Background: an optimization exercise with open tools, aiming at small area, a short achievable clock period and few clock cycles per item. Do not read the settings as production practice. Function was checked by simulation only, so behaviour that the tests miss may differ from the original.

== v6 ==
// ntt_core
module ntt_core #(
    parameter WIDTH = 24
)(
    input  wire          clk,
    input  wire          rst_n,
    input  wire          start,
    output reg           done,
    output reg  [7:0]    ram_addr_a,
    output reg           ram_we_a,
    output wire [WIDTH-1:0] ram_wdata_a,
    input  wire [WIDTH-1:0] ram_rdata_a,
    output reg  [7:0]    ram_addr_b,
    output reg           ram_we_b,
    output wire [WIDTH-1:0] ram_wdata_b,
    input  wire [WIDTH-1:0] ram_rdata_b
);
    localparam [22:0] Q = 23'd8380417;
    localparam [10:0] LAST    = 11'd1035;    
    localparam [1:0] S_IDLE = 2'd0, S_RUN = 2'd1, S_DONE = 2'd2;
    reg [1:0]  state;
    function [7:0] arr(input [7:0] G, input [1:0] t);
        reg [5:0] n;
        begin
            n = G[5:0];
            case (G[7:6])
                2'd0: arr = {t, n};
                2'd1: arr = {n[5], n[4], t, n[3], n[0], n[2], n[1]};
  ...
Size: roughly 5200 cells after synthesis, roughly 0.044 mm^2 of cells after synthesis.
export LEC_CHECK = 0
export CAP_MARGIN = 20
export CORE_MARGIN = 2
export CORE_UTILIZATION = 40
export PLACE_DENSITY = 0.6
export SLEW_MARGIN = 20
export TNS_END_PERCENT = 10
create_clock -name core_clock -period 10.0 [get_ports {clk}]
standard.sh (not shown) runs the stock make flow with config.mk's settings and CLKGATE_MAP_FILE= SYNTH_SCRIPT=/design/flow/synth_recipe.tcl, a recipe that flattens the netlist after the stock synthesis.
==> flow/flow/run.sh <==
#!/bin/bash
# The standard layout (the standard.sh: standard synthesis, floorplan, place,
# CTS, route, finish) with two changes to how it is made:
#  - the repair steps aim at a setup slack margin of 6.5 ns instead of 0, so that
#    they also work on paths shorter than the clock period;
#  - the port buffers that the standard flow inserts are buf_2 cells.
# The constraints (constraint.sdc) are unchanged.
set -euo pipefail
bash standard.sh SETUP_SLACK_MARGIN=6.5 "BUFFER_PORTS_ARGS=-buffer_cell sky130_fd_sc_hd__buf_2" finish > standard.log 2>&1
Testbench counts of v6, summed over its fixed seeds: cycles 24,888, transforms 24.
[inputs] v7 vs v6
--- a/flow/design.v
+++ b/flow/design.v
@@ -35,17 +35,17 @@
     assign res = dif[WIDTH+1] ? cor[WIDTH-1:0] : dif[WIDTH-1:0];
 endmodule
 `timescale 1ns / 1ps
 module g1_rom(
     input  wire        clk,
     input  wire [7:0]  k,
     output reg  [39:0] bd
 );
-    wire [22:0] zt =
+    wire [22:0] z =
         k[7] ?
             k[6] ?
                 k[5] ?
                     k[4] ?
                         (k[3] ? (k[2] ? (k[1] ? (k[0] ? 23'd822261 : 23'd5399788) : (k[0] ? 23'd6680880 : 23'd891563)) : (k[1] ? (k[0] ? 23'd4727692 : 23'd2913410) : (k[0] ? 23'd3477672 : 23'd7069894))) : (k[2] ? (k[1] ? (k[0] ? 23'd1417091 : 23'd7696111) : (k[0] ? 23'd8296669 : 23'd5974679)) : (k[1] ? (k[0] ? 23'd4038431 : 23'd572058) : (k[0] ? 23'd1321441 : 23'd2547668))))
                       :
                         (k[3] ? (k[2] ? (k[1] ? (k[0] ? 23'd598128 : 23'd621475) : (k[0] ? 23'd7543492 : 23'd5889224)) : (k[1] ? (k[0] ? 23'd6681876 : 23'd5528863) : (k[0] ? 23'd4979239 : 23'd3059983))) : (k[2] ? (k[1] ? (k[0] ? 23'd8152187 : 23'd412555) : (k[0] ? 23'd194510 : 23'd4341843)) : (k[1] ? (k[0] ? 23'd1048079 : 23'd3854033) : (k[0] ? 23'd3264115 : 23'd3202193))))
                   :
@@ -82,18 +82,16 @@
                         (k[3] ? (k[2] ? (k[1] ? (k[0] ? 23'd3448184 : 23'd2819343) : (k[0] ? 23'd7589759 : 23'd3346691)) : (k[1] ? (k[0] ? 23'd7029453 : 23'd2260648) : (k[0] ? 23'd1670574 : 23'd1441970))) : (k[2] ? (k[1] ? (k[0] ? 23'd1905914 : 23'd6871435) : (k[0] ? 23'd7999772 : 23'd7356083)) : (k[1] ? (k[0] ? 23'd2725992 : 23'd7896224) : (k[0] ? 23'd4874454 : 23'd7378650))))
                       :
                         (k[3] ? (k[2] ? (k[1] ? (k[0] ? 23'd2666931 : 23'd5831596) : (k[0] ? 23'd7119494 : 23'd6914)) : (k[1] ? (k[0] ? 23'd7310896 : 23'd5932198) : (k[0] ? 23'd6344840 : 23'd2005723))) : (k[2] ? (k[1] ? (k[0] ? 23'd5523664 : 23'd715236) : (k[0] ? 23'd7653209 : 23'd4137859)) : (k[1] ? (k[0] ? 23'd5162816 : 23'd5030987) : (k[0] ? 23'd7856828 : 23'd6699798))))
                   :
                     k[4] ?
                         (k[3] ? (k[2] ? (k[1] ? (k[0] ? 23'd966259 : 23'd8371882) : (k[0] ? 23'd7823867 : 23'd7516345)) : (k[1] ? (k[0] ? 23'd5886079 : 23'd4334787) : (k[0] ? 23'd4591870 : 23'd683319))) : (k[2] ? (k[1] ? (k[0] ? 23'd2172826 : 23'd2493053) : (k[0] ? 23'd5759350 : 23'd1832143)) : (k[1] ? (k[0] ? 23'd1971164 : 23'd1503747) : (k[0] ? 23'd6549201 : 23'd6945356))))
                       :
                         (k[3] ? (k[2] ? (k[1] ? (k[0] ? 23'd3557091 : 23'd7191630) : (k[0] ? 23'd4037262 : 23'd6471454)) : (k[1] ? (k[0] ? 23'd6297595 : 23'd5548051) : (k[0] ? 23'd3490981 : 23'd7680160))) : (k[2] ? (k[1] ? (k[0] ? 23'd7792080 : 23'd3533777) : (k[0] ? 23'd3795857 : 23'd7267856)) : (k[1] ? (k[0] ? 23'd4140091 : 23'd4152377) : (k[0] ? 23'd4337571 : 23'd8191))));
-    reg  [22:0] z;
-    always @(posedge clk) z <= zt;
     wire [24:0] bx = {1'b0, z, 1'b0};
     integer i;
     reg [39:0] enc;
     reg [2:0]  y;
     always @(*) begin
         for (i = 0; i < 8; i = i + 1) begin
             y = {bx[3*i+2], bx[3*i+1], bx[3*i]} ^ {3{bx[3*i+3]}};
             enc[i]    = ~y[2] & (y[1] ^ y[0]);
@@ -297,21 +295,19 @@
                     if (!start) begin
                         state <= S_IDLE;
                         done  <= 1'b0;
                     end
                 end
             endcase
         end
     end
-    wire [1:0]  zph  = xph + 2'd1;
-    wire [8:0]  zg   = (xph == 2'd3) ? kq0 : (xph == 2'd0) ? kq1 : kq2;
-    wire [7:0]  z1k  = zk1(zg[7:0]);
+    wire [7:0]  z1k  = zk1(xph[1] ? kq2[7:0] : kq1[7:0]);
     reg  [7:0]  zidx;
-    always @(posedge clk) zidx <= zph[1] ? {z1k[6:0], zph[0]} : z1k;
+    always @(posedge clk) zidx <= xph[1] ? {z1k[6:0], xph[0]} : z1k;
     wire [39:0] zbd;
     g1_rom u_rom (.clk(clk), .k(zidx), .bd(zbd));
     reg [3:0] ph;
     always @(posedge clk or negedge rst_n) begin
         if (!rst_n)
             ph <= 4'b0001;
         else if (state != S_RUN)
             ph <= 4'b0010;
## What came out
Of the two values seen for cell with the largest stage delay on the worst path, sky130_fd_sc_hd__nor2_1 was produced by v7 and sky130_fd_sc_hd__nor3_1 by v6. | area after synthesis | v6 vs v7 | ≈ equal |. [compare] base=v6 new=v7: tightest hold margin shows an increase of 0.0044 ns; peak fanout along the critical path shows a reduction of 6; synthesized area per cell shows an increase of about 1.4%. Summary of v7 over v6: final worst-path setup slack rose by 0.081 ns.
Testbench counts of v7, summed over its fixed seeds: cycles 24,888, transforms 24.

afterwards: timing with drivers on the ports:
No port has a modelled driver above. Below, the same layouts with a new extraction and two added sets of constraints.
Step 1 assumes that a clkbuf_16 drives the clock port and a buf_2 every other input.
Step 2 adds t to the input delays and takes it off the output delays; t is the mean of the earliest and latest rising clock arrival at the registers after step 1. Input paths then give back, and output paths get back, about the clock's delay inside the block.
Slacks: no drivers / after step 1 / after step 2; pairs: no drivers / after step 1.
| run | t, ns | slack for setup (ns) | worst register clock-pin slew, ns |
|---|---|---|---|
| v6 | 0.724 | 6.185 / 6.185 / 6.185 | 0.07 / 0.07 |
| v7 | 0.714 | 6.266 / 6.266 / 6.266 | 0.08 / 0.08 |
After both steps every run listed still meets setup and hold.
